What follows belongs to an exercise in optimizing a design on an open flow for a short achievable clock period and few clock cycles; a production flow would make more cautious choices. Function was checked by simulation only, so behaviour that the tests miss may differ from the original. Power figures rest on the tool's default switching activity, not on a simulated workload.

==> build 2 <==
Design integrate, start of the top module:
module integrate(
input clock,reset,enter,
input [7:0] in1,
input prog_we,
input [4:0] prog_addr,
input [7:0] prog_data,
input [4:0] dbg_addr,
output [7:0] dbg_data,
output halt,
output in_req,
output [7:0] out1
);
reg [7:0] ram [31:0];
reg [4:0] pc;
reg [7:0] avalue;
reg halted;
wire [7:0] ins = ram[pc];
wire [2:0] op = ins[7:5];
wire [4:0] addr = ins[4:0];
wire [7:0] opd = ram[addr];
wire run = reset & ~halted;
wire [4:0] pc1 = pc + 5'd1;
always @(posedge clock or negedge reset) begin
  if (reset == 0) begin
    pc <= 0;
    avalue <= 0;
    halted <= 0;
  end else if (!halted) begin
    case (op)
      3'b000: begin avalue <= opd; pc <= pc1; end
      3'b001: pc <= pc1;
      3'b010: begin avalue <= avalue + opd; pc <= pc1; end
      3'b011: begin avalue <= avalue - opd; pc <= pc1; end
      3'b100: if (enter) begin avalue <= in1; pc <= pc1; end
      3'b101: pc <= (avalue == 8'd0) ? addr : pc1;
      3'b110: pc <= (avalue[7] == 1'b0) ? addr : pc1;
      3'b111: halted <= 1'b1;
    endcase
  end
end
always @(posedge clock) begin
  if (prog_we)
    ram[prog_addr] <= prog_data;
  else if (run && op == 3'b001)
    ram[addr] <= avalue;
end
assign halt = reset & (halted | op == 3'b111);
assign in_req = run & (op == 3'b100);
assign out1 = avalue;
assign dbg_data = ram[dbg_addr];
endmodule
==> module integrate, before the edit <==
module integrate(
input clock,reset,enter,
input [7:0] in1,
input prog_we,
input [4:0] prog_addr,
input [7:0] prog_data,
input [4:0] dbg_addr,
output [7:0] dbg_data,
output halt,
output in_req,
output [7:0] out1
);
reg [7:0] ram [31:0];
reg [4:0] pc;
reg [7:0] avalue;
reg halted;
wire [7:0] ins = ram[pc];
wire [2:0] op = ins[7:5];
wire [4:0] addr = ins[4:0];
wire [7:0] opd = ram[addr];
wire run = reset & ~halted;
wire [4:0] pc1 = pc + 5'd1;
always @(posedge clock or negedge reset) begin
  if (reset == 0) begin
    pc <= 0;
    avalue <= 0;
    halted <= 0;
  end else if (!halted) begin
    case (op)
      3'b000: begin avalue <= opd; pc <= pc1; end
      3'b001: pc <= pc1;
      3'b010: begin avalue <= avalue + opd; pc <= pc1; end
      3'b011: begin avalue <= avalue - opd; pc <= pc1; end
      3'b100: if (enter) begin avalue <= in1; pc <= pc1; end
      3'b101: pc <= (avalue == 8'd0) ? addr : pc1;
      3'b110: pc <= (avalue[7] == 1'b0) ? addr : pc1;
      3'b111: halted <= 1'b1;
    endcase
  end
end
always @(posedge clock) begin
  if (prog_we)
    ram[prog_addr] <= prog_data;
  else if (run && op == 3'b001)
    ram[addr] <= avalue;
end
assign halt = reset & (halted | op == 3'b111);
assign in_req = run & (op == 3'b100);
assign out1 = avalue;
assign dbg_data = ram[dbg_addr];
endmodule
export LEC_CHECK = 0
export CAP_MARGIN = 20
export CORE_MARGIN = 2
export CORE_UTILIZATION = 40
export PLACE_DENSITY = 0.6
export SLEW_MARGIN = 20
create_clock -name core_clock -period 6.5 [get_ports {clock}]
run.sh (not shown) runs the stock make flow with config.mk's settings and CLKGATE_MAP_FILE= SYNTH_SCRIPT=/design/flow/synth_recipe.tcl, a recipe that flattens the netlist after the stock synthesis.
==> inputs of build 15, as changes to build 2 <==
==> flow/design.v (replaced) <==
module integrate(
input clock,reset,enter,
input [7:0] in1,
input prog_we,
input [4:0] prog_addr,
input [7:0] prog_data,
input [4:0] dbg_addr,
output [7:0] dbg_data,
output halt,
output in_req,
output [7:0] out1
);
localparam W = 3;
localparam NS = 2 * W - 1;    
reg [255:0] ram;
reg [5*(NS+1)-1:0] pcs;       
reg [8*W-1:0] ir;
reg [7:0] avalue;
function [7:0] rd;
  input [255:0] m;
  input [4:0] a;
  rd = m[a*8 +: 8];
endfunction
function [7:0] padd;
  input [7:0] x, y;
  input cin;
  reg [7:0] g, p, g1, p1, g2, p2, g3;
  begin
    g = x & y;
    p = x ^ y;
    g[0] = g[0] | (p[0] & cin);
    g1 = g | ({p[7:1], 1'b0} & {g[6:0], 1'b0});
    p1 = p & {p[6:0], 1'b1};
    g2 = g1 | ({p1[7:2], 2'b0} & {g1[5:0], 2'b0});
    p2 = p1 & {p1[5:0], 2'b11};
    g3 = g2 | ({p2[7:4], 4'b0} & {g2[3:0], 4'b0});
    padd = p ^ {g3[6:0], cin};
  end
endfunction
function [7:0] add3;
  input [7:0] x, y, z;
  input c0, c1;
  reg [7:0] s, c;
  begin
    s = x ^ y ^ z;
    c = {(x[6:0] & y[6:0]) | (x[6:0] & z[6:0]) | (y[6:0] & z[6:0]), c0};
    add3 = padd(s, c, c1);
  end
endfunction
wire [2:0] op [0:W-1];
wire [4:0] ad [0:W-1];
wire [7:0] val [0:W-1];
genvar gj;
generate for (gj = 0; gj < W; gj = gj + 1) begin : slot
  assign op[gj] = ir[8*gj+5 +: 3];
  assign ad[gj] = ir[8*gj +: 5];
  assign val[gj] = (op[gj] == 3'b100) ? in1 : rd(ram, ad[gj]);
end endgenerate
wire az = (avalue == 8'd0);
wire ap = ~avalue[7];
reg [W-1:0] reach, exec, tk, isalu, isldin, isaddsub, isst, isj;
reg [W:0] len;                
reg ireq, alu_seen, in_seen, hit, tgt_found, tgt_hit;
reg [4:0] tgt;
reg [7:0] anew, base, tx, ty;
reg [7:0] rl [1:W];
reg [8*NS-1:0] sq;            
reg [8*W-1:0] tw;             
reg [8*W-1:0] irn;
reg [4:0] q, xa;
reg [7:0] w8;
reg ldin_seen;
integer j, k, i;
always @(*) begin
  for (j = 0; j < W; j = j + 1) begin
    isalu[j] = op[j] == 3'b000 || op[j] == 3'b010 || op[j] == 3'b011 || op[j] == 3'b100;
    isldin[j] = op[j] == 3'b000 || op[j] == 3'b100;
    isaddsub[j] = op[j] == 3'b010 || op[j] == 3'b011;
    isst[j] = op[j] == 3'b001;
    isj[j] = op[j] == 3'b101 || op[j] == 3'b110;
    tk[j] = (op[j] == 3'b101 && az) || (op[j] == 3'b110 && ap);
  end
  alu_seen = 1'b0;
  in_seen = 1'b0;
  ireq = 1'b0;
  for (j = 0; j < W; j = j + 1) begin
    hit = 1'b0;
    for (k = 0; k < j; k = k + 1)
      if (isst[k] && (ad[k] == pcs[5*j +: 5] ||
          ((op[j] == 3'b000 || isaddsub[j]) && ad[k] == ad[j])))
        hit = 1'b1;
    if (j == 0)
      reach[j] = op[j] != 3'b111;
    else
      reach[j] = exec[j-1] && !tk[j-1] && op[j] != 3'b111 && !hit &&
                 !(alu_seen && (isst[j] || isj[j])) &&
                 !(in_seen && op[j] == 3'b100) &&
                 !(j >= 2 && isaddsub[j] && isalu[j-1] && isalu[j-2] && !isldin[j-1]);
    exec[j] = reach[j] && (op[j] != 3'b100 || enter);
    if (reach[j] && op[j] == 3'b100) ireq = 1'b1;
    if (isalu[j]) alu_seen = 1'b1;
    if (op[j] == 3'b100) in_seen = 1'b1;
  end
  len = 0;
  len[0] = !exec[0];
  for (j = 1; j < W; j = j + 1)
    len[j] = exec[j-1] && !exec[j];
  len[W] = exec[W-1];
  ldin_seen = 1'b0;
  for (j = 1; j <= W; j = j + 1) begin
    if (isldin[j-1]) ldin_seen = 1'b1;
    base = ldin_seen ? 8'd0 : avalue;
    ty = isalu[j-1] ? (val[j-1] ^ {8{op[j-1] == 3'b011}}) : 8'd0;
    if (j >= 2) begin
      tx = (isalu[j-2] && !isldin[j-1]) ? (val[j-2] ^ {8{op[j-2] == 3'b011}}) : 8'd0;
      rl[j] = add3(base, tx, ty, isalu[j-2] && !isldin[j-1] && op[j-2] == 3'b011,
                   isalu[j-1] && op[j-1] == 3'b011);
    end else
      rl[j] = padd(base, ty, isalu[j-1] && op[j-1] == 3'b011);
  end
  anew = avalue;
  for (j = 1; j <= W; j = j + 1)
    if (len[j]) anew = rl[j];
  tgt_found = 1'b0;
  tgt = 5'd0;
  tgt_hit = 1'b0;
  for (j = W - 1; j >= 0; j = j - 1)
    if (tk[j]) begin
      tgt = ad[j];
    end
  for (j = 0; j < W; j = j + 1)
    if (exec[j] && tk[j]) tgt_hit = 1'b1;
  for (i = 0; i < NS; i = i + 1) begin
    xa = pcs[5*(i+1) +: 5];
    w8 = rd(ram, xa);
    for (k = 0; k < W; k = k + 1)
      if (exec[k] && isst[k] && ad[k] == xa) w8 = avalue;
    sq[8*i +: 8] = w8;
  end
  for (i = 0; i < W; i = i + 1) begin
    xa = tgt + i[4:0];
    w8 = rd(ram, xa);
    for (k = 0; k < W; k = k + 1)
      if (exec[k] && isst[k] && ad[k] == xa) w8 = avalue;
    tw[8*i +: 8] = w8;
  end
  irn = ir;
  q = pcs[4:0];
  for (j = 1; j <= W; j = j + 1)
    if (len[j]) begin
      irn = sq[8*(j-1) +: 8*W];
      q = pcs[5*j +: 5];
    end
  if (tgt_hit) begin
    irn = tw;
    q = tgt;
  end
end
always @(posedge clock) begin
  for (i = 0; i < 32; i = i + 1) begin
    if (prog_we && prog_addr == i)
      ram[8*i +: 8] <= prog_data;
    else if (reset)
      for (k = 0; k < W; k = k + 1)
        if (exec[k] && isst[k] && ad[k] == i) ram[8*i +: 8] <= avalue;
  end
end
always @(posedge clock) begin
  for (i = 0; i < W; i = i + 1) begin
    if (!reset)
      ir[8*i +: 8] <= (prog_we && prog_addr == i) ? prog_data : ram[8*i +: 8];
    else
      ir[8*i +: 8] <= irn[8*i +: 8];
  end
end
always @(posedge clock or negedge reset) begin
  if (reset == 0) begin
    for (k = 0; k <= NS; k = k + 1) pcs[5*k +: 5] <= k;
    avalue <= 0;
  end else begin
    for (k = 0; k <= NS; k = k + 1) pcs[5*k +: 5] <= q + k;
    avalue <= anew;
  end
end
assign halt = reset & (op[0] == 3'b111);
assign in_req = reset & ireq;
assign out1 = avalue;
assign dbg_data = rd(ram, dbg_addr);
endmodule
Settings changed: ABC_CLOCK_PERIOD_IN_PS from default to 2500, SETUP_SLACK_MARGIN from default to 3.0, TNS_END_PERCENT from default to 100.
==> run summary <==
	build 15	build 2
Outcome	complete, no violations	complete, no violations
Synthesized instance count	3709	1256
Starting Density	40.3%	40.4%
Length in cells of the worst reg-to-reg path	22	26
Die W	330 um	207 um
Largest stage delay on the critical path	700 ps	620 ps
Post-DR vias/cell	7.80	6.59
R2R Path Start	ram[16]	pc[0]
Clock buf/inv share	2.54%	4.65%
Crit path max fanout	10	7
Combinational logic power	28.4 mW	8.18 mW
Shortest period the worst path allows	4930 ps	6200 ps
Length of routed met2 wiring	89500 um	25800 um
Combined area of all synthesized cells	0.0424 mm2	0.0164 mm2
Clock net sink count	312	270
Power per standard cell area	646 mW/mm2	618 mW/mm2
Met1 layer usage reported by global route	46.8%	38.6%
Critical Path Source	ram[16]	pc[0]
Most numerous cell in the Yosys netlist	sky130_fd_sc_hd__mux4_2	sky130_fd_sc_hd__edfxtp_1
Non-clock buffer share of cell area	13.4%	8.23%
Post-cts resize count	564	0
Area inside the core boundary	0.105 mm2	0.0406 mm2
Highest routed layer	met5	met4
Signed area change from the synthesized netlist to the final layout	25.6%	16.8%
Testbench counts of build 2, summed over its fixed seeds: cycles 16,705.
Testbench counts of build 15, summed over its fixed seeds: cycles 8,680.

what the ideal ports hide:
The results above use ideal ports. As a check the final layouts listed here were re-extracted and re-timed, cells and wires unchanged.
Step 1: set_driving_cell puts a clkbuf_16 on clock and a buf_2 on each other input, an assumption about the parent block.
Step 2 also shifts input and output timing later by t, the mid clock arrival at the registers, as if the neighbouring blocks saw the same clock.
Slacks: no drivers / after step 1 / after step 2; pairs: no drivers / after step 1.
run	t, ns	slack for setup (ns)	hold slack, ns	worst register clock-pin slew, ns	cell pins on the clock port's net
build 2	0.637	0.301 / 0.301 / 0.301	0.525 / 0.525 / 0.525	0.06 / 0.06	1
build 15	0.660	1.566 / 1.566 / 1.566	0.510 / 0.638 / 0.674	0.07 / 0.07	1
After both steps every run listed still meets setup and hold.
